This is an optimization exercise on Yosys and OpenROAD, whose aim is small area, not a production implementation. Function was checked by simulation only, so behaviour that the tests miss may differ from the original. No driver is modelled on the clock port, so clock power and skew are understated where the tree is cut down; a real chip needs a root buffer or a tree. Power is estimated from default activity; no workload was simulated.

==> flow/design.v <==
module uart_rx
  #(parameter CLKS_PER_BIT = 104)
  (
   input             i_Clock,
   input             i_Rst,
   input             i_Rx_Serial,
   output reg [15:0] o_Rx_Byte,
   output reg        square_wave,
   output reg        pin1,
   output reg        pin2
   );
  reg       r_Rx_Data;
  reg [3:0] r_Phase;
  reg [6:0] r_Count;         
  reg [7:0] r_Byte;
  reg       r_Hi_Done;       
  reg [23:0] counter;
  reg [15:0] steps;          
  reg [15:0] store;          
  reg [15:0] quot;
  reg [15:0] rem;
  wire idle    = (r_Phase == 4'd0);
  wire start   = (r_Phase == 4'd1);
  wire data    = (r_Phase >= 4'd2) && (r_Phase <= 4'd9);
  wire slot8   = (r_Phase == 4'd10);
  wire stopb   = (r_Phase == 4'd11);
  wire cleanup = (r_Phase == 4'd12);
  wire c_zero = (r_Count == 7'd0);
  wire c_top  = r_Count[6] & r_Count[5] & r_Count[2] & r_Count[1] & r_Count[0];
  wire adv_start = start & c_zero;
  wire adv_bit   = (data | slot8 | stopb) & c_zero;
  wire upd       = stopb & c_top;        
  always @(posedge i_Clock) begin
    if (i_Rst) begin
      r_Rx_Data <= 1'b1;
      r_Phase   <= 4'd0;
      r_Hi_Done <= 1'b0;
    end else begin
      r_Rx_Data <= i_Rx_Serial;
      if (idle) begin
        if (!r_Rx_Data) r_Phase <= 4'd1;
      end else if (adv_start) begin
        r_Phase <= r_Rx_Data ? 4'd0 : 4'd2;
      end else if (adv_bit | cleanup) begin
        r_Phase <= cleanup ? 4'd0 : r_Phase + 4'd1;
      end
      if (slot8 & c_zero) r_Hi_Done <= ~r_Hi_Done;
    end
  end
  always @(posedge i_Clock)
    r_Count <= idle ? 7'd51 : c_zero ? 7'd103 : r_Count - 7'd1;
  always @(posedge i_Clock)
    if (data & c_zero) r_Byte <= {r_Rx_Data, r_Byte[7:1]};
  always @(posedge i_Clock) begin
    if (i_Rst)
      o_Rx_Byte <= 16'd0;
    else if (upd) begin
      if (r_Hi_Done) o_Rx_Byte[15:8] <= r_Byte;
      else           o_Rx_Byte[7:0]  <= r_Byte;
    end
  end
  localparam [31:0] DIVIDEND = 32'd1800000;
  wire [15:0] divisor = r_Hi_Done ? {o_Rx_Byte[15:8], r_Byte} : {r_Byte, o_Rx_Byte[7:0]};
  wire        nbit    = ~r_Count[6] & ~r_Count[5] & DIVIDEND[r_Count[4:0]];
  wire [16:0] trial   = {rem, nbit};
  wire [17:0] borrow;
  wire [16:0] diff;
  assign borrow[0] = 1'b0;
  genvar gi;
  generate
    for (gi = 0; gi < 17; gi = gi + 1) begin : g_sub
      wire dv = (gi < 16) ? divisor[gi] : 1'b0;
      assign diff[gi]     = trial[gi] ^ dv ^ borrow[gi];
      assign borrow[gi+1] = (~trial[gi] & dv) | (~trial[gi] & borrow[gi]) | (dv & borrow[gi]);
    end
  endgenerate
  wire        qbit    = ~borrow[17];
  always @(posedge i_Clock) begin
    rem  <= slot8 ? (qbit ? diff[15:0] : trial[15:0]) : 16'd0;
    quot <= {quot[14:0], qbit};
    if (upd) store <= quot;
  end
  localparam [15:0] STEPS_SEED = 16'hFFFF;
  localparam [15:0] STEPS_STOP = 16'h9097;   
  wire rpm_zero = (o_Rx_Byte == 16'd0);
  wire [4:0] rl = o_Rx_Byte[4:0];
  wire rpm_small = (o_Rx_Byte[15:5] == 11'd0) && (rl != 5'd0) && (rl < 5'd28);
  wire [4:0] half_top =
      !rpm_small   ? 5'd0  :
      (rl == 5'd1) ? 5'd27 :
      (rl == 5'd2) ? 5'd13 :
      (rl == 5'd3) ? 5'd9  :
      (rl == 5'd4) ? 5'd6  :
      (rl == 5'd5) ? 5'd5  :
      (rl == 5'd6) ? 5'd4  :
      (rl <= 5'd9) ? 5'd3  :
      (rl <= 5'd13) ? 5'd2 : 5'd1;
  wire [20:0] half = {half_top, store};
  wire [21:0] cb;
  assign cb[0] = 1'b0;
  generate
    for (gi = 0; gi < 21; gi = gi + 1) begin : g_cmp
      assign cb[gi+1] = (~counter[gi] & half[gi]) | (~(counter[gi] ^ half[gi]) & cb[gi]);
    end
  endgenerate
  wire ge = rpm_zero ? (&counter)
                     : ((|counter[23:21]) | ~cb[21]);
  wire stop = (steps == STEPS_STOP);
  wire ev   = ge & ~stop;
  wire hi7  = (upd & r_Hi_Done) ? r_Byte[7] : o_Rx_Byte[15];
  always @(posedge i_Clock) begin
    if (i_Rst) begin
      counter     <= 24'd0;
      steps       <= STEPS_SEED;
      square_wave <= 1'b1;
      pin1        <= 1'b0;
      pin2        <= 1'b0;
    end else begin
      counter <= ev ? 24'd0 : counter + 24'd1;
      if (ev) begin
        square_wave <= ~square_wave;
        pin1        <= hi7;
        pin2        <= ~hi7;
        if (square_wave)
          steps <= {steps[14:0], steps[15] ^ steps[14] ^ steps[12] ^ steps[3]};
      end
    end
  end
endmodule
Settings: LEC_CHECK=0, CAP_MARGIN=20, CORE_MARGIN=2, CORE_UTILIZATION=40, GPL_TIMING_DRIVEN=0, SLEW_MARGIN=20; clock period 100.0 ns.
standard.sh (not shown) runs the stock make flow with config.mk's settings and CLKGATE_MAP_FILE= SYNTH_SCRIPT=/design/flow/synth_recipe.tcl, a recipe that flattens the netlist after the stock synthesis.
==> flow/flow/run.sh <==
#!/bin/bash
# The standard layout (standard.sh) with three changes:
#  - synthesis maps the logic with an area-oriented ABC script
#    (flow/abc_area.script) and without ORFS's adder cell extraction; the
#    rest of synthesis (register mapping, flattening, renaming) is the standard flow's
#    standard synthesis, unchanged;
#  - the clock tree is built by hand: one root buffer and a few leaf buffers
#    (flow/cts_hook.tcl);
#  - the port buffers are the smallest buffer cell.
# Each tool's output stays in ORFS's logs under orfs/logs; make's output is in
# flow_make.log.
set -euo pipefail
here=$(pwd)

# synthesis: ORFS's synth.tcl with the abc call pointed at our script
sed -e 's#^  log_cmd abc {\*}\$abc_args$#  set abc_args [lreplace $abc_args 1 1 '"$here"'/flow/abc_area.script]\n  log_cmd abc {*}$abc_args#' \
  "$FLOW_HOME/scripts/synth.tcl" > "$here/synth_custom.tcl"
grep -q "abc_area.script" "$here/synth_custom.tcl"
sed -e 's#^source \$::env(SCRIPTS_DIR)/synth.tcl$#source '"$here"'/synth_custom.tcl#' \
  "$here/synth_recipe.tcl" > "$here/synth_recipe_custom.tcl"
grep -q "synth_custom.tcl" "$here/synth_recipe_custom.tcl"
sed -e 's#SYNTH_SCRIPT=[^ ]*#SYNTH_SCRIPT='"$here"'/synth_recipe_custom.tcl ADDER_MAP_FILE=#' \
  "$here/standard.sh" > "$here/standard_custom.sh"
grep -q "synth_recipe_custom.tcl ADDER_MAP_FILE=" "$here/standard_custom.sh"

export PRE_CTS_TCL=$here/flow/cts_hook.tcl
export MCTS_NBUF=8
export MCTS_BCELL=sky130_fd_sc_hd__clkbuf_8
export MCTS_RCELL=sky130_fd_sc_hd__clkbuf_16
export BUFFER_PORTS_ARGS="-buffer_cell sky130_fd_sc_hd__buf_1"
bash "$here/standard_custom.sh" > "$here/flow_make.log" 2>&1
==> flow/flow/abc_area.script <==
strash
&get -n
&fraig -x
&put
scorr
dc2
strash
&get -n
&dch -f
&nf -R 1000
&put
mfs2 -W 4 -M 5000
strash
&get -n
&dch -f
&nf -R 1000
&put
Other scripts of this flow, unchanged in this note and not shown: flow/flow/cts_hook.tcl
The baseline finished clean.
==> next run, changes <==
- GPL_TIMING_DRIVEN: 0 -> default
Outcome: The changed run passed the timing, DRC and antenna checks. Die area stays the same. Sequential power hardly moves. Utilization goes up by 0.11 points. Setup slack gains 0.16 ns. Wire length decreases by 2.6%. Flip-flop and latch count is unchanged.
==> next run, changes <==
==> flow/flow/abc_area.script (replaced) <==
strash
&get -n
&fraig -x
&put
scorr
dc2
strash
&get -n
&dch -f
&nf -R 1000
&put
The new run went through all stages and came out clean.
Core utilization barely changes.
Global-route usage stays flat.
Setup slack got worse by 0.11 ns.
Hold slack degrades by 0.0073 ns.
Register-to-register slack improved by 1.4 ns.
Combinational power goes up by about 3%.
Wire length grows by about 3%.
Via count is higher by about 2.5%.
Sequential power is about the same.
Maximum frequency decreases by 0.52%.
No run of this note takes its clock network from TritonCTS; it comes from the design's own scripts or RTL.

==> re-timing with driven ports <==
The flow's constraints put no driver on any port. The routed layouts listed below were extracted and timed again, unchanged, in two steps.
Step 1 (the two cells are an assumption about what drives the block):
set clk [get_ports {i_Clock}]
set_driving_cell -lib_cell sky130_fd_sc_hd__clkbuf_16 $clk
set_driving_cell -lib_cell sky130_fd_sc_hd__buf_2 [delete_from_list [all_inputs] $clk]
Step 2 times the ports against the registers' clock, not the clock port: input delays grow and output delays shrink by t, the midpoint of the rising clock arrivals with the driver on.
Slacks: ideal ports / drivers / drivers and shift; pairs: ideal ports / drivers.
run | t (ns) | setup slack, ns | pins driven straight from the clock port
the first run | 0.380 | 78.705 / 78.724 / 78.344 | 1
the second run | 0.377 | 78.865 / 78.824 / 78.628 | 1
the third run | 0.383 | 78.755 / 78.771 / 78.389 | 1
After both steps setup and hold are still met in every run listed. The setup slack of the third run, which loses most, moves by +0.016 ns with the drivers and by -0.366 ns with both steps.
